Background: an optimization exercise with open tools, aiming at small area. Do not read the settings as production practice. Only simulation tests tie the RTL to the original design; equivalence was not proved. No activity file was given, so power comes from the tool's default toggle rates.

==> design/flow/design.v <==
module lt32(
    input  [31:0] xn,
    input  [31:0] y,
    output        lt
    );
    function f;
        input [31:0] xn, y;
        integer i, j, n;
        reg [1:0] l, p;
        reg c, q;
        begin
            for (j = 0; j < 2; j = j + 1) begin
                c = 1'b0;
                q = 1'b1;
                for (i = 16 * j; i < 16 * j + 16; i = i + 1) begin
                    c = (xn[i] & y[i]) | (xn[i] & c) | (y[i] & c);
                    q = q & (xn[i] | y[i]);
                end
                l[j] = c;
                p[j] = q;
            end
            for (n = 1; n >= 1; n = n / 2)
                for (i = 0; i < n; i = i + 1) begin
                    l[i] = l[2*i+1] | (p[2*i+1] & l[2*i]);
                    p[i] = p[2*i+1] & p[2*i];
                end
            f = l[0];
        end
    endfunction
    assign lt = f(xn, y);
endmodule
module sel3n(
    input  s1,
    input  s0,
    input  h,
    input  v1,
    input  v0,
    input  q,
    output d
    );
    assign d = ~((s1 & v1) | (s0 & v0) | (h & q));
endmodule
module cae_reg(
    input             clk,
    input             e,
    input             d,
    input             ltv,
    input      [31:0] x,
    input      [31:0] y,
    output reg [31:0] lo,
    output reg [31:0] hi,
    output     [31:0] loc,
    output     [31:0] hic
    );
    wire sw = ltv ^ d;
    wire ls = e & sw;
    wire lk = e & ~sw;
    wire h  = ~e;
    wire [31:0] dlo, dhi;
    assign loc = ~lo;
    assign hic = ~hi;
    genvar i;
    generate
        for (i = 0; i < 32; i = i + 1) begin : b
            sel3n slo(ls, lk, h, y[i], x[i], loc[i], dlo[i]);
            sel3n shi(ls, lk, h, x[i], y[i], hic[i], dhi[i]);
        end
    endgenerate
    always @(posedge clk) begin
        lo <= dlo;
        hi <= dhi;
    end
endmodule
module pass_reg(
    input             clk,
    input             e,
    input      [31:0] x,
    output reg [31:0] q
    );
    always @(posedge clk)
        if (e)
            q <= x;
endmodule
module full_CAE(
input [31:0] i1,
input [31:0] i2,
input [31:0] i3,
input [31:0] i4,
input [31:0] i5,
input [31:0] i6,
input [31:0] i7,
input [31:0] i8,
input dir,
input clk,
input reset,
input enable,
output [31:0] o1,
output [31:0] o2,
output [31:0] o3,
output [31:0] o4,
output [31:0] o5,
output [31:0] o6,
output [31:0] o7,
output [31:0] o8
);
wire e = enable & ~reset;
reg [6:1] dq;
always @(posedge clk)
    if (e)
        dq <= {dq[5:1], dir};
wire [31:0] a0, a1, a2, a3, a4, a5, a6, a7;    
wire [31:0] b0_n, b0_c, b1_n, b1_c, b2_n, b2_c, b3_n, b3_c, b4_n, b4_c, b5_n, b5_c, b6_n, b6_c, b7_n, b7_c;    
wire [31:0] c0_n, c0_c, c1_n, c1_c, c2_n, c2_c, c3_n, c3_c, c4_n, c4_c, c5_n, c5_c, c6_n, c6_c, c7_n, c7_c;    
wire [31:0] f0_n, f0_c, f1_n, f1_c, f2_n, f2_c, f3_n, f3_c, f4_n, f4_c, f5_n, f5_c, f6_n, f6_c, f7_n, f7_c;    
wire [31:0] g0, g1, g2_n, g2_c, g3_n, g3_c, g4_n, g4_c, g5_n, g5_c, g6, g7;    
wire [31:0] k0, k1_n, k1_c, k2, k3_n, k3_c, k4_n, k4_c, k5, k6_n, k6_c, k7;    
wire [31:0] m0, m1_n, m1_c, m2_n, m2_c, m3_n, m3_c, m4_n, m4_c, m5_n, m5_c, m6_n, m6_c, m7;    
pass_reg p10(clk, e, i1, a0);
pass_reg p11(clk, e, i2, a1);
pass_reg p12(clk, e, i3, a2);
pass_reg p13(clk, e, i4, a3);
pass_reg p14(clk, e, i5, a4);
pass_reg p15(clk, e, i6, a5);
pass_reg p16(clk, e, i7, a6);
pass_reg p17(clk, e, i8, a7);
wire lt_20;
lt32 c20((~a0), a2, lt_20);
cae_reg x20(clk, e, dq[1], lt_20, a0, a2, b0_n, b2_n, b0_c, b2_c);
wire lt_21;
lt32 c21((~a1), a3, lt_21);
cae_reg x21(clk, e, dq[1], lt_21, a1, a3, b1_n, b3_n, b1_c, b3_c);
wire lt_22;
lt32 c22((~a4), a6, lt_22);
cae_reg x22(clk, e, dq[1], lt_22, a4, a6, b4_n, b6_n, b4_c, b6_c);
wire lt_23;
lt32 c23((~a5), a7, lt_23);
cae_reg x23(clk, e, dq[1], lt_23, a5, a7, b5_n, b7_n, b5_c, b7_c);
wire lt_30;
lt32 c30(b0_n, b4_c, lt_30);
cae_reg x30(clk, e, dq[2], lt_30, b0_c, b4_c, c0_n, c4_n, c0_c, c4_c);
wire lt_31;
lt32 c31(b1_n, b5_c, lt_31);
cae_reg x31(clk, e, dq[2], lt_31, b1_c, b5_c, c1_n, c5_n, c1_c, c5_c);
wire lt_32;
lt32 c32(b2_n, b6_c, lt_32);
cae_reg x32(clk, e, dq[2], lt_32, b2_c, b6_c, c2_n, c6_n, c2_c, c6_c);
wire lt_33;
lt32 c33(b3_n, b7_c, lt_33);
cae_reg x33(clk, e, dq[2], lt_33, b3_c, b7_c, c3_n, c7_n, c3_c, c7_c);
wire lt_40;
lt32 c40(c0_n, c1_c, lt_40);
cae_reg x40(clk, e, dq[3], lt_40, c0_c, c1_c, f0_n, f1_n, f0_c, f1_c);
wire lt_41;
lt32 c41(c2_n, c3_c, lt_41);
cae_reg x41(clk, e, dq[3], lt_41, c2_c, c3_c, f2_n, f3_n, f2_c, f3_c);
wire lt_42;
lt32 c42(c4_n, c5_c, lt_42);
cae_reg x42(clk, e, dq[3], lt_42, c4_c, c5_c, f4_n, f5_n, f4_c, f5_c);
wire lt_43;
lt32 c43(c6_n, c7_c, lt_43);
cae_reg x43(clk, e, dq[3], lt_43, c6_c, c7_c, f6_n, f7_n, f6_c, f7_c);
wire lt_50;
lt32 c50(f2_n, f4_c, lt_50);
cae_reg x50(clk, e, dq[4], lt_50, f2_c, f4_c, g2_n, g4_n, g2_c, g4_c);
wire lt_51;
lt32 c51(f3_n, f5_c, lt_51);
cae_reg x51(clk, e, dq[4], lt_51, f3_c, f5_c, g3_n, g5_n, g3_c, g5_c);
pass_reg p50(clk, e, f0_c, g0);
pass_reg p51(clk, e, f1_c, g1);
pass_reg p56(clk, e, f6_c, g6);
pass_reg p57(clk, e, f7_c, g7);
wire gt_60;
wire lt_60 = ~gt_60;
lt32 c60(g4_n, g1, gt_60);
cae_reg x60(clk, e, dq[5], lt_60, g1, g4_c, k1_n, k4_n, k1_c, k4_c);
wire lt_61;
lt32 c61(g3_n, g6, lt_61);
cae_reg x61(clk, e, dq[5], lt_61, g3_c, g6, k3_n, k6_n, k3_c, k6_c);
pass_reg p60(clk, e, g0, k0);
pass_reg p62(clk, e, g2_c, k2);
pass_reg p65(clk, e, g5_c, k5);
pass_reg p67(clk, e, g7, k7);
wire lt_70;
lt32 c70(k1_n, k2, lt_70);
cae_reg x70(clk, e, dq[6], lt_70, k1_c, k2, m1_n, m2_n, m1_c, m2_c);
wire lt_71;
lt32 c71(k3_n, k4_c, lt_71);
cae_reg x71(clk, e, dq[6], lt_71, k3_c, k4_c, m3_n, m4_n, m3_c, m4_c);
wire gt_72;
wire lt_72 = ~gt_72;
lt32 c72(k6_n, k5, gt_72);
cae_reg x72(clk, e, dq[6], lt_72, k5, k6_c, m5_n, m6_n, m5_c, m6_c);
pass_reg p70(clk, e, k0, m0);
pass_reg p77(clk, e, k7, m7);
assign o1 = m0;
assign o2 = m1_c;
assign o3 = m2_c;
assign o4 = m3_c;
assign o5 = m4_c;
assign o6 = m5_c;
assign o7 = m6_c;
assign o8 = m7;
endmodule
==> design/flow/flow/run.sh <==
#!/bin/bash
# Own layout flow: the standard ORFS flow with these changes:
#  - synthesis is the standard flow's synthesis script, except that Yosys does not extract
#    half/full adders, modules lt32 (comparator) and sel3n (one register input
#    bit) are mapped on their own before the design is flattened, and ABC maps
#    for area: lt32 with flow/mapa.script, the rest with flow/amap.script.
#    Registers are inferred and mapped exactly as in the standard synthesis.
#  - ports get the smallest buffer, and CTS inserts no dummy loads.
# Every tool's output is kept: make.log here, ORFS's per-step logs in orfs/logs.
set -euo pipefail
# clock tree: no dummy loads; the buffers CTS may use
CTS_ARGS="-sink_clustering_enable -repair_clock_nets -dont_use_dummy_load -sink_clustering_size 24 -sink_clustering_max_diameter 60"
W=$(pwd)
F=$W/flow

cat > $W/my_synth.tcl <<EOT
proc abc {args} {
  set i [lsearch -exact \$args -script]
  set a2 [lreplace \$args [expr {\$i + 1}] [expr {\$i + 1}] $F/mapa.script]
  puts "own flow: abc \$a2 lt32"
  yosys abc {*}\$a2 lt32
  set a1 [lreplace \$args [expr {\$i + 1}] [expr {\$i + 1}] $F/amap.script]
  puts "own flow: abc \$a1"
  yosys abc {*}\$a1
}
proc extract_fa {args} {
  puts "own flow: no extract_fa"
}
source $W/synth_recipe.tcl
EOT

make -C "$FLOW_HOME" DESIGN_CONFIG=$W/config.mk WORK_HOME=$W/orfs CLKGATE_MAP_FILE= \
  SYNTH_SCRIPT=$W/my_synth.tcl \
  SYNTH_KEEP_MODULES="lt32 sel3n" \
  BUFFER_PORTS_ARGS="-buffer_cell sky130_fd_sc_hd__buf_1" \
  CTS_ARGS="$CTS_ARGS" \
  finish > $W/make.log 2>&1

R=$W/orfs/results/$FLOW_PLATFORM/full_CAE/base
: # left out here: write the final layout as DEF
==> design/flow/flow/amap.script <==
strash
dch
amap
topo
stime -c
==> design/flow/flow/mapa.script <==
strash
dch
map -a
topo
stime -c
==> design/flow/standard.sh <==
#!/bin/bash
# synth_recipe.tcl (not shown) runs the flow's synth.tcl, then flattens the netlist and writes it again
# the make line also repeats each setting of config.mk as NAME=value (left out here)
make -C /OpenROAD-flow-scripts/flow DESIGN_CONFIG=/design/flow/config.mk WORK_HOME=/design/flow/orfs CLKGATE_MAP_FILE= SYNTH_SCRIPT=/design/flow/synth_recipe.tcl "${@:-finish}"
==> design/flow/config.mk <==
export PLATFORM = sky130hd
export DESIGN_NAME = full_CAE
export DESIGN_NICKNAME = full_CAE
export VERILOG_FILES = /design/flow/design.v
export SDC_FILE = /design/flow/constraint.sdc
export NUM_CORES = 4
export LEC_CHECK = 0
export CAP_MARGIN = 20
export CORE_MARGIN = 2
export CORE_UTILIZATION = 45
export SLEW_MARGIN = 20
==> design/flow/constraint.sdc <==
create_clock -name core_clock -period 4.5 [get_ports {clk}]
set_input_delay 0.9000 -clock core_clock [delete_from_list [all_inputs] [get_ports {clk}]]
set_output_delay 0.9000 -clock core_clock [all_outputs]
set_load 0.01 [all_outputs]
==> reports/results.ini, run 1 <==
[worst_setup_path]
r2r_slack_ns = 0.25
arrival_ns = 4.84
r2r_cells = 19
r2r_end = x20.lo[8]$_DFF_P_
end_kind = register
crit_type = register to register
critPathLaunch = p12.q[17]$_DFFE_PP_
r2r_start = p12.q[17]$_DFFE_PP_
worstSetupStartpointType = register
worstPathRequired_ns = 5.09
cp_max_fo = 32

[floorplan]
die-area_mm2 = 0.1487
die_w_um = 385.6
start_util_pct = 45.19
pin_count = 516
fp.coreArea_mm2 = 0.1450
row_count = 140
dieHeight_um = 385.6

[cells_and_area]
nets = 6414
antenna_cells = 0
syn_to_final_growth_pct = 14.53
drive_above_1_share_pct = 4.876
multi_input_area_mm2 = 0.01905
seq_area_mm2 = 0.04182
fillers = 13010

[clock_tree]
cts_tree = yes
htree_levels = 4
clock_tree.root_cell = clkbuf_16
clock_latency_ns = 0.80
cts_buffers = 138
path_clk_slew_ns = 0.08
numClockSinks = 1798
clock_path_buffers = 3

[sta]
finalHoldViolations = 0
finClkSkew_ns = 0.06653
worst_slew_pin_slew_ns = 1.239
setup_viol = 0
drv_slew = 0
rsz0062_at_grt = yes
setup_tns_ns = 0
fmax_ghz = 0.2352
relSlewSlack_pct = 17.40
whs_ns = 0.2721
period_needed_ns = 4.252
layout_worst_path_cycle_share_pct = 94.49

[logic_synthesis]
syn_area_mm2 = 0.06554
synth_area_leaders = dfxtp_1 37%, edfxtp_1 27%, a222oi_1 19%
synthCells = 5386
syn_avg_cell_area_um2 = 12.17
synthFlopType = dfxtp_1
syn_nets = 5646
synth_cell_types = 18
ys_seq_area_share_pct = 63.81
synth_warnings = 4
yosysTopAreaCell = dfxtp_1
synth_seq_cells = 1798
synth_top_area_share_pct = 37.14
yosysMostFrequentCell = clkinv_1
synth_common_cells = 1345 x clkinv_1, 1216 x a222oi_1, 1216 x dfxtp_1
synth_edf_count = 582
async_flop_share_pct = 0

[detailed_routing]
wl_per_cell_um = 27.82
ant_nets = 0
drt_iter0_drc = 11510
dr.pass1.iters = 15
avgViaCountPerCell = 6.628
met1Wirelength_mm = 86.85
vias = 53480
wl_met2_mm = 106.1
wl_met3_mm = 19.04
routed_wirelength_mm = 224.5
top_layer_used = met4
drc = 0

[worst_hold_path]
holdCritStartpoint = i7[0]
hp-class = input pin to register
min_to = p16.q[0]$_DFFE_PP_
hold_depth = 1

[power]
p_clk_share_pct = 20.2
switching_share_pct = 37.61
p_sw_w = 0.02016
power_density_mw_per_mm2 = 714.2
pwr-share-seq_pct = 46.7
leakage_nw = 26.42
combPwrFrac_pct = 33.1
p_int_w = 0.03344
ir_drop_v = 0.0003912

[grt]
grt_pass1_wl_mm = 320.2
grt_pass1_vias = 48150
antenna_found_initial = 4
grt_max_degree = 214
overflow = 0
grt_use_total_pct = 28.76

[place]
dpl.hpwl_mm = 161.8
io_buffers = 515
gp_congestion = 0.9822

[outcome]
status = complete, no violations

[flow_run]
maxCapViolations = 0

==> modules after synthesis, one instance, submodules excluded <==
| module | cell area (µm²) | cells inside |
|---|---|---|
| full_CAE | 47230 | 3220 |
| lt32 | 322.8 | 50 |
| sel3n | 10.01 | 1 |
==> cell type report <==
type	instances	share of cell area, %
sequential	1798	55.72
timing repair buffer	622	4.372
multi-input combinational	2249	25.38
tap	1917	3.196
inverter	1345	6.736
clock buffer	138	4.601
==> worst max path at each step <==
stage | to | slack, ns | cells past startpoint
after floorplan | x21.lo[6]$_DFF_P_ | -33.08 | 4
after global placement | x20.lo[0]$_DFF_P_ | 0.04 | 20
after detailed placement | x20.lo[7]$_DFF_P_ | 0.07 | 20
after CTS | x20.lo[8]$_DFF_P_ | 0.04 | 19
after global routing | x30.hi[21]$_DFF_P_ | -0.04 | 19
final | x20.lo[8]$_DFF_P_ | 0.25 | 19
==> logic make-up after synthesis <==
| logic type | after synthesis | synth area share, % |
|---|---|---|
| AOI/OAI and AO/OA | 1976 | 26.73 |
| buffers and inverters | 1345 | 7.703 |
| DFF | 1798 | 63.81 |
| and+or+nand+nor | 267 | 1.751 |
==> layer usage <==
metal,vias up,GRT usage [%]
met2,3057,46.92
met4,0,15.24
met5,-,0
met3,371,4.062
li1,23920,-
met1,26140,37.13
==> power by group through the flow <==
stage | Combinational (W) | Sequential (W) | Clock, W
2_1_floorplan | 0.0107 | 0.0247 | 0
5_1_grt | 0.0191 | 0.0256 | 0.0116
3_3_place_gp | 0.0170 | 0.0253 | 0
4_1_cts | 0.0174 | 0.0250 | 0.0110
6_report | 0.0177 | 0.0250 | 0.0108
3_5_place_dp | 0.0172 | 0.0253 | 0
==> cells in the final DEF, fill, tap and decap left out, types with 20 or more instances in the layout <==
cell,instances
a21oi_1,69
a221oi_1,132
a222oi_1,1216
a22oi_1,171
buf_1,515
buf_12,41
buf_4,61
clkbuf_16,139
clkinv_1,1344
dfxtp_1,1216
edfxtp_1,582
nor2_1,170
nor2_4,21
nor2b_4,20
o21ai_0,58
o221ai_1,57
o22ai_1,226
==> metrics by stage <==
step / cells / area, µm² / utilization [%] / setup slack, ns / total power [W]
after floorplan: 5386 / 65540 / - / -33.08 / 0.03538
after global placement: 7921 / 71440 / 49.26 / 0.04226 / 0.04227
after detailed placement: 7921 / 71440 / 49.26 / 0.06828 / 0.04252
after CTS: 8059 / 74900 / 51.64 / 0.03939 / 0.05339
after global routing: 8069 / 75060 / 51.75 / -0.04162 / 0.05622
final: 8069 / 75060 / 51.75 / 0.2481 / 0.05361
==> critical path, stage by stage (launching register included) <==
cell and delay [ns]:
edfxtp_1 0.45, o22ai_1 0.20, nor2_1 0.07, a221oi_1 0.19, o21ai_0 0.11, o221ai_1 0.08, a21oi_1 0.09, a221oi_1 0.21
nor2_1 0.06, a221oi_1 0.21, nor2_1 0.07, a221oi_1 0.30, nor2_1 0.09, a221oi_2 0.51, o32ai_1 0.22, nor2_1 0.17
a21oi_2 0.10, nor2_4 0.53, buf_12 0.27, a222oi_1 0.11
==> timing repair <==
action | in CTS | in global routing
setup endpoints to repair | 0 | 331
hold buffers | 0 | 0
resized for setup | 0 | 15
buffers inserted | 0 | 3
==> run 2: changes to the inputs <==
--- a/design/flow/flow/run.sh
+++ b/design/flow/flow/run.sh
@@ -11,3 +11,3 @@
 # clock tree: no dummy loads; the buffers CTS may use
-CTS_ARGS="-sink_clustering_enable -repair_clock_nets -dont_use_dummy_load -sink_clustering_size 24 -sink_clustering_max_diameter 60"
+CTS_ARGS="-sink_clustering_enable -repair_clock_nets -dont_use_dummy_load -sink_clustering_size 14 -sink_clustering_max_diameter 60 -buf_list sky130_fd_sc_hd__clkbuf_8"
 W=$(pwd)
==> reports/results.ini, run 2 <==
[outcome]
status = complete, no violations

[power]
power_density_mw_per_mm2 = 692.1  ; -3.1%
p_clk_share_pct = 16.3  ; -3.9 points
ir_drop_v = 0.0003069  ; -22%
switching_share_pct = 39.01  ; +1.4 points
p_int_w = 0.03115  ; -6.9%
p_sw_w = 0.01992  ; -1.2%
pwr-share-seq_pct = 49.0  ; +2.3 points
combPwrFrac_pct = 34.7  ; +1.6 points
leakage_nw = 25.85  ; -2.1%

[floorplan]
dieHeight_um = 385.6  ; unchanged
start_util_pct = 45.19  ; unchanged
pin_count = 516  ; unchanged
die-area_mm2 = 0.1487  ; unchanged
fp.coreArea_mm2 = 0.1450  ; unchanged
die_w_um = 385.6  ; unchanged
row_count = 140  ; unchanged

[worst_setup_path]
crit_buf_inv = 2  ; +1
arrival_ns = 4.94  ; +0.10 ns
crit_path_frequent_cell = nor2_1
cp_max_fo = 32  ; unchanged
end_kind = register
worstPathRequired_ns = 5.22  ; +0.13 ns
worstSetupStartpointType = register
critPathMaxStageDelay_ns = 0.52  ; about the same
crit_chain = clkinv_1, a22oi_1, nor2_1, a221oi_1, o21ai_0, o221ai_1, a21oi_1, a221oi_1, nor2_1, a221oi_1, nor2_1, a221oi_1, nor2_1, a221oi_2, o32ai_1, nor2_1, a21oi_2, nor2_4, buf_12, a222oi_1
crit_type = register to register
crit_path_top_delay_cell = nor2_4
crit_family = compound AO/OA/AOI/OAI gates

[flow_run]
maxCapViolations = 0  ; unchanged

[clock_tree]
numClockSinks = 1798  ; unchanged
clock_tree.root_cell = clkbuf_8
cts_tree = yes
clock_path_buffers = 3  ; unchanged
ctsHoldBuffers = 0  ; unchanged
cts_buffers = 158  ; +14%
path_clk_slew_ns = 0.09  ; about the same
clock_latency_ns = 0.93  ; +0.13 ns
htree_levels = 4  ; unchanged

[grt]
met3_usage_pct = 4.071  ; +0.0087 points
grt-busiest-layer = met2
overflow = 0  ; unchanged
met1_usage_pct = 36.95  ; -0.18 points
grt_pass1_vias = 48490  ; +0.71%
gr-usage-met2_pct = 46.79  ; -0.12 points
antenna_found_initial = 7  ; +3
grt_pass1_wl_mm = 320.3  ; about the same
grt_max_degree = 214  ; unchanged
grt_use_total_pct = 28.76  ; about the same

[detailed_routing]
dr.pass1.iters = 17  ; +2
avgViaCountPerCell = 6.603  ; -0.38%
drt_iter0_drc = 11380  ; -1.1%
wl_per_cell_um = 27.77  ; -0.19%
drc = 0  ; unchanged
ant_nets = 0  ; unchanged
vias = 53460  ; -0.045%
routed_wirelength_mm = 224.8  ; +0.14%

[place]
dpl.hpwl_mm = 161.8  ; unchanged
gp_congestion = 0.9822  ; unchanged
placedInstanceArea_mm2 = 0.07144  ; unchanged
io_buffers = 515  ; unchanged
place_ws_ns = 0.06828  ; unchanged

[sta]
whs_ns = 0.1339  ; -0.1382 ns
finalHoldViolations = 0  ; unchanged
drv_slew = 0  ; unchanged
period_needed_ns = 4.220  ; -0.03167 ns
worst_slew_pin_slew_ns = 1.160  ; -0.07951 ns
relSlewSlack_pct = 22.70  ; +5.3 points
fin_ws_ns = 0.2797  ; +0.03167 ns
fmax_ghz = 0.2370  ; +0.75%
finClkSkew_ns = 0.07587  ; +0.009340 ns
layout_worst_path_cycle_share_pct = 93.78  ; -0.70 points
setup_viol = 0  ; unchanged

[cells_and_area]
nets = 6434  ; +0.31%
finalInstanceArea_mm2 = 0.07379  ; -1.7%
syn_to_final_growth_pct = 12.59
final_cell_mix = 1344 x clkinv_1, 1216 x a222oi_1, 1216 x dfxtp_1, 582 x edfxtp_1, 515 x buf_1
final_common_cell = clkinv_1
drive_above_1_share_pct = 5.152  ; +0.28 points

[logic_synthesis]
yosysTopAreaCell = dfxtp_1
synth_area_leaders = dfxtp_1 37%, edfxtp_1 27%, a222oi_1 19%
synth_edf_count = 582  ; unchanged
syn_area_mm2 = 0.06554  ; unchanged
synth_top_area_share_pct = 37.14  ; unchanged
yosysMostFrequentCell = clkinv_1
synthCells = 5386  ; unchanged
synth_warnings = 4  ; unchanged
synth_cell_types = 18  ; unchanged
ys_seq_area_share_pct = 63.81  ; unchanged
async_flop_share_pct = 0  ; unchanged
synth_seq_cells = 1798  ; unchanged
syn_avg_cell_area_um2 = 12.17  ; unchanged
synthFlopType = dfxtp_1
syn_nets = 5646  ; unchanged
synth_common_cells = 1345 x clkinv_1, 1216 x a222oi_1, 1216 x dfxtp_1

[worst_hold_path]
hp-class = input pin to register

[run 2: power groups by stage]
stage          clock network (W)  registers (W)  logic (W)
6_report                 0.00832         0.0250     0.0177
5_1_grt                  0.00908         0.0256     0.0190
4_1_cts                  0.00855         0.0250     0.0174
3_5_place_dp                   0         0.0253     0.0172
3_3_place_gp                   0         0.0253     0.0170
2_1_floorplan                  0         0.0247     0.0107
[run 2: cells by family (layout without fill, tap and decap cells)]
| group | Yosys count | in the layout | share of synthesized area [%] |
|---|---|---|---|
| AO/OA/AOI/OAI | 1976 | 1976 | 26.73 |
| buffers and inverters | 1345 | 2125 | 7.703 |
| flip-flops | 1798 | 1798 | 63.81 |
| other | 0 | 7 | 0 |
| AND/OR/NAND/NOR | 267 | 273 | 1.751 |
[run 2: path summary, 6_finish.rpt]
| path | start | end | depth (start not counted) | slack (ns) |
|---|---|---|---|---|
| setup / recovery | p10.q[17]$_DFFE_PP_ | x20.lo[11]$_DFF_P_ | 20 | 0.28 |
| hold / removal | i8[14] | p17.q[14]$_DFFE_PP_ | 1 | 0.13 |
| setup reg to reg | p10.q[17]$_DFFE_PP_ | x20.lo[11]$_DFF_P_ | 20 | 0.28 |
| hold reg to reg | p67.q[15]$_DFFE_PP_ | p77.q[15]$_DFFE_PP_ | 0 | 0.41 |
[run 2: Yosys stat by module (local to each module, per instance)]
module	flops+latches	cells inside	times used	area, µm²
lt32	0	50	19	322.8
full_CAE	1798	3220	1	47230
sel3n	0	1	1216	10.01
[run 2: metrics by stage]
stage	power, W	util [%]	cells	TNS, ns
floorplan	0.03538	-	5386	-
global placement	0.04227	49.26	7921	0
detailed placement	0.04252	49.26	7921	0
CTS	0.05087	50.76	8079	0
global route	0.05367	50.87	8094	-0.04843
finish	0.05107	50.87	8096	0
[run 2: repair_timing]
item,in CTS,in global routing
buffers inserted,0,3
setup endpoints to repair,0,311
hold endpoints to repair,0,0
resized for setup,0,13
[run 2: layout make-up]
cell class	count	area [µm²]
Timing Repair Buffer	622	3286
Fill cell	13160	71250
Multi-Input combinational cell	2249	19030
Tap cell	1917	2399
Inverter	1345	5056
Sequential cell	1798	41820
Clock buffer	158	2175
Antenna cell	7	17.52
[run 2: layer usage]
metal | wire length (µm) | share of wire, % | vias up
met2 | 105600 | 47 | 3069
met3 | 18690 | 8.3 | 423
met1 | 87050 | 39 | 26060
li1 | - | - | 23900
met5 | 14 | 0.0062 | -
met4 | 13480 | 6.0 | 2
==> run 3: changes to the inputs <==
--- a/design/flow/config.mk
+++ b/design/flow/config.mk
@@ -9,3 +9,4 @@
 export CORE_MARGIN = 2
-export CORE_UTILIZATION = 45
+export CORE_UTILIZATION = 60
+export PLACE_DENSITY = 0.72
 export SLEW_MARGIN = 20
==> reports/results.ini, run 3 <==
[grt]
grt_pass1_wl_mm = 302.6  ; -5.5%
grt_pass1_vias = 48670  ; +0.37%
antenna_found_initial = 3  ; -4
overflow = 0  ; unchanged
grt_use_total_pct = 35.49  ; +6.7 points
grt_max_degree = 190  ; -11%

[worst_setup_path]
crit_path_top_delay_cell = a222oi_1
cp_max_fo = 32  ; unchanged
worstSetupStartpointType = register
worstPathRequired_ns = 5.22  ; about the same
arrival_ns = 4.98  ; +0.04 ns
critPathMaxStageDelay_ns = 0.52  ; about the same
crit_type = register to register
crit_chain = clkinv_1, o22ai_1, nor2_1, a221oi_1, o21ai_0, o221ai_1, a21oi_1, a221oi_1, nor2_1, a221oi_1, nor2_1, a221oi_1, nor2_1, a221oi_1, o32ai_1, nor2_1, a21oi_2, nor2b_4, buf_4, a222oi_1
end_kind = register

[sta]
fmax_ghz = 0.2349  ; -0.88%
layout_worst_path_cycle_share_pct = 94.61  ; +0.83 points
finClkSkew_ns = 0.05933  ; -0.01654 ns
whs_ns = 0.1933  ; +0.05935 ns
finalHoldViolations = 0  ; unchanged
rsz0062_at_grt = no
setup_tns_ns = 0  ; unchanged
setup_viol = 0  ; unchanged
drv_slew = 0  ; unchanged
relSlewSlack_pct = 14.00  ; -8.7 points
worst_slew_pin_slew_ns = 1.290  ; +0.1304 ns
period_needed_ns = 4.258  ; +0.03734 ns

[detailed_routing]
routed_wirelength_mm = 209.6  ; -6.8%
vias = 53970  ; +0.96%
ant_nets = 0  ; unchanged
avgViaCountPerCell = 7.110  ; +7.7%
wl_per_cell_um = 27.61  ; -0.56%
drc = 0  ; unchanged
dr.pass1.iters = 17  ; unchanged
drt_iter0_drc = 12630  ; +11%

[logic_synthesis]
synthCells = 5386  ; unchanged
syn_area_mm2 = 0.06554  ; unchanged
synthMuxAreaShare_pct = 0  ; unchanged
async_flop_share_pct = 0  ; unchanged
synthFlopType = dfxtp_1
synth_seq_cells = 1798  ; unchanged
synth_edf_count = 582  ; unchanged
synthXorXnorAreaFrac_pct = 0  ; unchanged
synth_warnings = 4  ; unchanged
synth_compound_area_share_pct = 26.73  ; unchanged
synthAdderAreaFrac_pct = 0  ; unchanged
synth-simple-area-share_pct = 1.751  ; unchanged
syn_nets = 5646  ; unchanged
yosysTopAreaCell = dfxtp_1
synth_area_leaders = dfxtp_1 37%, edfxtp_1 27%, a222oi_1 19%
ys_seq_area_share_pct = 63.81  ; unchanged
yosysMostFrequentCell = clkinv_1
synth_cell_types = 18  ; unchanged
syn_avg_cell_area_um2 = 12.17  ; unchanged
synth_top_family_by_area = compound AO/OA/AOI/OAI gates
synth_top_area_share_pct = 37.14  ; unchanged
synth_common_cells = 1345 x clkinv_1, 1216 x a222oi_1, 1216 x dfxtp_1

[clock_tree]
path_clk_slew_ns = 0.09  ; about the same
cts_tree = yes
clock_tree.root_cell = clkbuf_8
cts_buffers = 151  ; -4.4%
ctsHoldBuffers = 0  ; unchanged
numClockSinks = 1798  ; unchanged
clock_path_buffers = 3  ; unchanged
htree_levels = 4  ; unchanged
clock_latency_ns = 0.89  ; -0.04 ns

[place]
placedInstanceArea_mm2 = 0.07068  ; -1.1%
io_buffers = 515  ; unchanged
placed_cells = 7417  ; -6.4%
gp_congestion = 1.029  ; +4.7%
dpl.hpwl_mm = 148.1  ; -8.4%

[power]
leakage_nw = 25.81  ; -0.19%
power_density_mw_per_mm2 = 693.6  ; +0.21%
total_power_w = 0.05064  ; -0.84%
ir_drop_v = 0.0004508  ; +47%

[cells_and_area]
final_cell_mix = 1343 x clkinv_1, 1216 x a222oi_1, 1216 x dfxtp_1, 582 x edfxtp_1, 515 x buf_1
finalInstanceArea_mm2 = 0.07302  ; -1.0%
final_common_cell = clkinv_1
nets = 6435  ; +0.016%
stdcell_count = 7591  ; -6.2%
drive_above_1_share_pct = 5.232  ; +0.080 points
syn_to_final_growth_pct = 11.41
fillers = 8365  ; -36%

[floorplan]
dieHeight_um = 334.5  ; -13%
row_count = 121  ; -14%
pin_count = 516  ; unchanged
fp.coreArea_mm2 = 0.1086  ; -25%
start_util_pct = 60.37  ; +15 points
die_w_um = 334.5  ; -13%
die-area_mm2 = 0.1119  ; -25%

[outcome]
status = complete, no violations

[worst_hold_path]
hp-class = input pin to register

[flow_run]
maxCapViolations = 0  ; unchanged

-- run 3: cell types whose count changed in the layout (fill, tap and decap cells not counted), sizes merged --
cell	delta
buf	+5
clkbuf	-8
diode	-3
nor2	+4
clkinv	-1
clkinvlp	+1
-- run 3: through the flow --
| stage | util (%) | setup WS [ns] |
|---|---|---|
| after floorplan | - | -33.08 |
| after global placement | 65.09 | 0.1529 |
| after detailed placement | 65.11 | 0.2720 |
| after CTS | 67.03 | 0.1928 |
| after global routing | 67.26 | 0.0009264 |
| final | 67.26 | 0.2424 |
-- run 3: final cells by class --
class	instances	area, µm²	area share [%]
Sequential cell	1798	41820	57.28
Antenna cell	4	10.01	0.01371
Tap cell	1414	1769	2.423
Clock buffer	151	2078	2.846
Multi-Input combinational cell	2253	19080	26.13
Timing Repair Buffer	626	3199	4.382
Inverter	1345	5060	6.930
-- run 3: worst paths after layout --
path                  startpoint                  end  slack [ns]  cells after the start
max          p10.q[18]$_DFFE_PP_   x20.lo[17]$_DFF_P_        0.24                     20
min                        i1[0]   p10.q[0]$_DFFE_PP_        0.19                      1
max reg2reg  p10.q[18]$_DFFE_PP_   x20.lo[17]$_DFF_P_        0.24                     20
min reg2reg  p60.q[15]$_DFFE_PP_  p70.q[15]$_DFFE_PP_        0.40                      0
-- run 3: where the power goes --
part	switching, W	internal [W]
clock network	0.00498	0.00300
logic	0.0117	0.00594
registers	0.00288	0.0222
-- run 3: timing repair --
item,in CTS,in global routing
buffers inserted,0,8
endpoints found under the setup margin,0,346
resized for setup,0,16
-- run 3: cells by family after synthesis --
kind of cell    count (synthesis)
simple gates                  267
compound gates               1976
flops                        1798
buf+inv                      1345
-- run 3: modules after synthesis, one instance, submodules excluded --
module    cells inside  flip-flops and latches  copies in the design  area (µm²)
sel3n                1                       0                  1216       10.01
full_CAE          3220                    1798                     1       47230
lt32                50                       0                    19       322.8
-- run 3: worst max-delay path: cells and delay by family (launching register included) --
kind | cells | cell delay, ns
flip-flops | 1 | 0.43
AND/OR/NAND/NOR | 6 | 0.65
buffers and inverters | 2 | 0.41
AO/OA/AOI/OAI | 12 | 2.62
-- run 3: layer usage --
layer / part of all wire [%] / wire [µm] / track usage (%) / vias to the layer above
met4: 6.6 / 13870 / 21.83 / 0
met1: 37 / 78080 / 45.55 / 26100
met5: 0 / 0 / 0 / -
met3: 9.5 / 20020 / 5.071 / 495
met2: 47 / 97640 / 57.16 / 3483
li1: - / - / - / 23900
==> run 4: changes to the inputs <==
--- a/design/flow/flow/run.sh
+++ b/design/flow/flow/run.sh
@@ -11,3 +11,3 @@
 # clock tree: no dummy loads; the buffers CTS may use
-CTS_ARGS="-sink_clustering_enable -repair_clock_nets -dont_use_dummy_load -sink_clustering_size 14 -sink_clustering_max_diameter 60 -buf_list sky130_fd_sc_hd__clkbuf_8"
+CTS_ARGS="-sink_clustering_enable -repair_clock_nets -dont_use_dummy_load -sink_clustering_size 16 -sink_clustering_max_diameter 60 -buf_list sky130_fd_sc_hd__clkbuf_8"
 W=$(pwd)
--- a/design/flow/config.mk
+++ b/design/flow/config.mk
@@ -9,4 +9,3 @@
 export CORE_MARGIN = 2
-export CORE_UTILIZATION = 60
-export PLACE_DENSITY = 0.72
+export CORE_UTILIZATION = 45
 export SLEW_MARGIN = 20
==> reports/results.ini, run 4 <==
[outcome]
status = complete, no violations

[floorplan]
pin_count = 516  ; unchanged
die_w_um = 385.6  ; +15%
row_count = 140  ; +16%
dieHeight_um = 385.6  ; +15%
die-area_mm2 = 0.1487  ; +33%
fp.coreArea_mm2 = 0.1450  ; +34%
start_util_pct = 45.19  ; -15 points

[place]
io_buffers = 515  ; unchanged
dpl.hpwl_mm = 161.8  ; +9.2%
placedInstanceArea_mm2 = 0.07144  ; +1.1%
gp_congestion = 0.9822  ; -4.5%

[cells_and_area]
finalInstanceArea_mm2 = 0.07367  ; +0.89%
finalCoreUtilization_pct = 50.79  ; -16 points
final_common_cell = clkinv_1
syn_to_final_growth_pct = 12.41
drive_above_1_share_pct = 5.062  ; -0.17 points
final_cell_mix = 1344 x clkinv_1, 1216 x a222oi_1, 1216 x dfxtp_1, 582 x edfxtp_1, 515 x buf_1
multi_input_area_mm2 = 0.01904  ; -0.18%
seq_area_mm2 = 0.04182  ; unchanged
nets = 6426  ; -0.14%
fillers = 13170  ; +57%

[sta]
layout_worst_path_cycle_share_pct = 95.06  ; +0.44 points
fmax_ghz = 0.2338  ; -0.46%
period_needed_ns = 4.278  ; +0.01989 ns
finalHoldViolations = 0  ; unchanged
rsz0062_at_grt = yes
relSlewSlack_pct = 18.32  ; +4.3 points
setup_tns_ns = 0  ; unchanged
worst_slew_pin_slew_ns = 1.225  ; -0.06477 ns
drv_slew = 0  ; unchanged
setup_viol = 0  ; unchanged
finClkSkew_ns = 0.09692  ; +0.03760 ns

[detailed_routing]
ant_nets = 0  ; unchanged
drt_iter0_drc = 11630  ; -8.0%
vias = 53470  ; -0.93%
drc = 0  ; unchanged
wl_per_cell_um = 27.76  ; +0.54%
routed_wirelength_mm = 224.4  ; +7.1%
dr.pass1.iters = 15  ; -2
avgViaCountPerCell = 6.614  ; -7.0%

[worst_setup_path]
arrival_ns = 5.03  ; +0.05 ns
crit_family = compound AO/OA/AOI/OAI gates
worstSetupStartpointType = register
r2r_end = x20.lo[4]$_DFF_P_
cp_max_fo = 32  ; unchanged
critPathLaunch = p10.q[17]$_DFFE_PP_
r2r_slack_ns = 0.22  ; -0.02 ns
crit_buf_inv = 2  ; unchanged
end_kind = register
crit_type = register to register
r2r_cells = 20  ; unchanged
cp.depth = 20  ; unchanged
crit_chain = clkinv_1, a22oi_1, nor2_1, a221oi_1, o21ai_0, o221ai_1, a21oi_1, a221oi_1, nor2_1, a221oi_1, nor2_1, a221oi_1, nor2_1, a221oi_2, o32ai_1, nor2_1, a21oi_2, nor2_4, buf_12, a222oi_1
crit_path_top_delay_cell = nor2_4
critPathMaxStageDelay_ns = 0.54  ; +0.02 ns
worstPathRequired_ns = 5.26  ; +0.04 ns
r2r_start = p10.q[17]$_DFFE_PP_
endpoint = x20.lo[4]$_DFF_P_
crit_path_frequent_cell = nor2_1

[clock_tree]
clock_latency_ns = 0.94  ; +0.05 ns
path_clk_slew_ns = 0.10  ; about the same
htree_levels = 4  ; unchanged
cts_tree = yes
clock_tree.root_cell = clkbuf_8
ctsHoldBuffers = 0  ; unchanged
clock_path_buffers = 3  ; unchanged
numClockSinks = 1798  ; unchanged
cts_buffers = 149  ; -1.3%

[logic_synthesis]
synth_edf_count = 582  ; unchanged
syn_avg_cell_area_um2 = 12.17  ; unchanged
syn_area_mm2 = 0.06554  ; unchanged
synth_area_leaders = dfxtp_1 37%, edfxtp_1 27%, a222oi_1 19%
yosysTopAreaCell = dfxtp_1
synthFlopType = dfxtp_1
synth_seq_cells = 1798  ; unchanged
async_flop_share_pct = 0  ; unchanged
synth_top_area_share_pct = 37.14  ; unchanged
synthCells = 5386  ; unchanged
synth_common_cells = 1345 x clkinv_1, 1216 x a222oi_1, 1216 x dfxtp_1
ys_seq_area_share_pct = 63.81  ; unchanged
synth_cell_types = 18  ; unchanged
synth_warnings = 4  ; unchanged
syn_nets = 5646  ; unchanged
yosysMostFrequentCell = clkinv_1

[grt]
grt_pass1_vias = 48190  ; -0.98%
overflow = 0  ; unchanged
grt_use_total_pct = 28.75  ; -6.7 points
antenna_found_initial = 5  ; +2
grt_pass1_wl_mm = 319.9  ; +5.7%
grt_max_degree = 214  ; +13%

[power]
combPwrFrac_pct = 34.8  ; about the same
p_clk_share_pct = 16.0  ; +0.2 points
p_sw_w = 0.01988  ; +1.7%
p_int_w = 0.03098  ; -0.38%
ir_drop_v = 0.0003062  ; -32%
switching_share_pct = 39.09  ; +0.50 points
pwr-share-seq_pct = 49.2  ; -0.2 points
total_power_w = 0.05086  ; +0.43%
power_density_mw_per_mm2 = 690.4  ; -0.46%
leakage_nw = 25.80  ; about the same

[flow_run]
maxCapViolations = 0  ; unchanged

[worst_hold_path]
hp-class = input pin to register

run 4: cell counts after synthesis:
Identical to the previous run, type by type.
run 4: worst reg2reg max path: cells and delay by family (launching register included):
kind                   cells  cell delay (ns)
AO/OA/AOI/OAI             12             2.35
AND/OR/NAND/NOR            6             1.01
flip-flops                 1             0.39
buffers and inverters      2             0.37
run 4: cell families after synthesis:
group,share of synthesized area (%)
simple gates,1.751
buf+inv,7.703
flops,63.81
compound gates,26.73
run 4: metal layers:
metal	GRT usage, %	up-vias	share of wire [%]
li1	-	23870	-
met5	0	-	0
met3	3.953	398	8.3
met2	46.48	3001	47
met4	16.00	0	5.9
met1	37.23	26190	39
run 4: what timing repair did:
| item | in CTS | in global routing |
|---|---|---|
| buffers inserted | 0 | 4 |
| resized for setup | 0 | 15 |
| setup endpoints to repair | 0 | 310 |
run 4: worst min-delay path by stage:
stage | end | slack (ns) | from | cells past startpoint
global placement | p77.q[26]$_DFFE_PP_ | 0.40 | p67.q[26]$_DFFE_PP_ | 0
floorplan | p60.q[0]$_DFFE_PP_ | 0.40 | p50.q[0]$_DFFE_PP_ | 0
CTS | p13.q[9]$_DFFE_PP_ | 0.05 | i4[9] | 1
finish | p10.q[27]$_DFFE_PP_ | 0.12 | i1[27] | 1
global route | p13.q[9]$_DFFE_PP_ | 0.09 | i4[9] | 1
detailed placement | p60.q[17]$_DFFE_PP_ | 0.40 | p50.q[17]$_DFFE_PP_ | 0
run 4: metrics by stage:
step | hold WS [ns] | instances | setup WS (ns)
2_1_floorplan | 0.4003 | 5386 | -33.08
3_5_place_dp | 0.4045 | 7921 | 0.06828
4_1_cts | 0.05281 | 8070 | 0.01814
5_1_grt | 0.09420 | 8083 | -0.06616
3_3_place_gp | 0.4022 | 7921 | 0.04226
6_report | 0.1219 | 8084 | 0.2225
run 4: final cells by class:
type / instances / share of cell area (%)
multi-input cells: 2249 / 25.85
diodes: 3 / 0.01019
repair buffers: 623 / 4.465
clock buffers: 149 / 2.784
well taps: 1917 / 3.256
inverters: 1345 / 6.863
flip-flops and latches: 1798 / 56.77
run 4: modules after synthesis (local to each module, per instance):
module | cells inside | cell area [µm²] | copies in the design | flip-flops and latches
lt32 | 50 | 322.8 | 19 | 0
full_CAE | 3220 | 47230 | 1 | 1798
sel3n | 1 | 10.01 | 1216 | 0
run 4: power by group through the flow:
stage                     registers, W  logic (W)  clock network [W]
after CTS                       0.0250     0.0174            0.00830
after global placement          0.0253     0.0170                  0
after global routing            0.0255     0.0190            0.00887
final                           0.0250     0.0177            0.00812
after detailed placement        0.0253     0.0172                  0
after floorplan                 0.0247     0.0107                  0

[static timing again, ports no longer ideal]
Ports are ideal in the flow. The routed layouts listed here were re-timed in OpenROAD. Step 1, drivers: a clkbuf_16 drives clk and a buf_2 each remaining input, both assumed. Step 2 adds t to the input delays and takes it off the output delays; t is the mean of the earliest and latest rising clock arrival at the registers after step 1. Input paths then give back, and output paths get back, about the clock's delay inside the block. Three values: no drivers, after step 1, after step 2; two values: the first two.
| run | t (ns) | setup slack, ns | slew at the worst register clock pin (ns) | worst slew at a driven data input, ns | cell pins on the clock port's net |
|---|---|---|---|---|---|
| run 1 | 0.844 | 0.248 / 0.248 / 0.248 | 0.09 / 0.09 | 0.05 | 1 |
| run 2 | 0.975 | 0.280 / 0.280 / 0.280 | 0.10 / 0.10 | 0.05 | 1 |
| run 3 | 0.940 | 0.242 / 0.242 / 0.242 | 0.10 / 0.10 | 0.06 | 1 |
| run 4 | 0.976 | 0.222 / 0.222 / 0.222 | 0.11 / 0.11 | 0.06 | 1 |
After both steps every run listed still meets setup and hold.
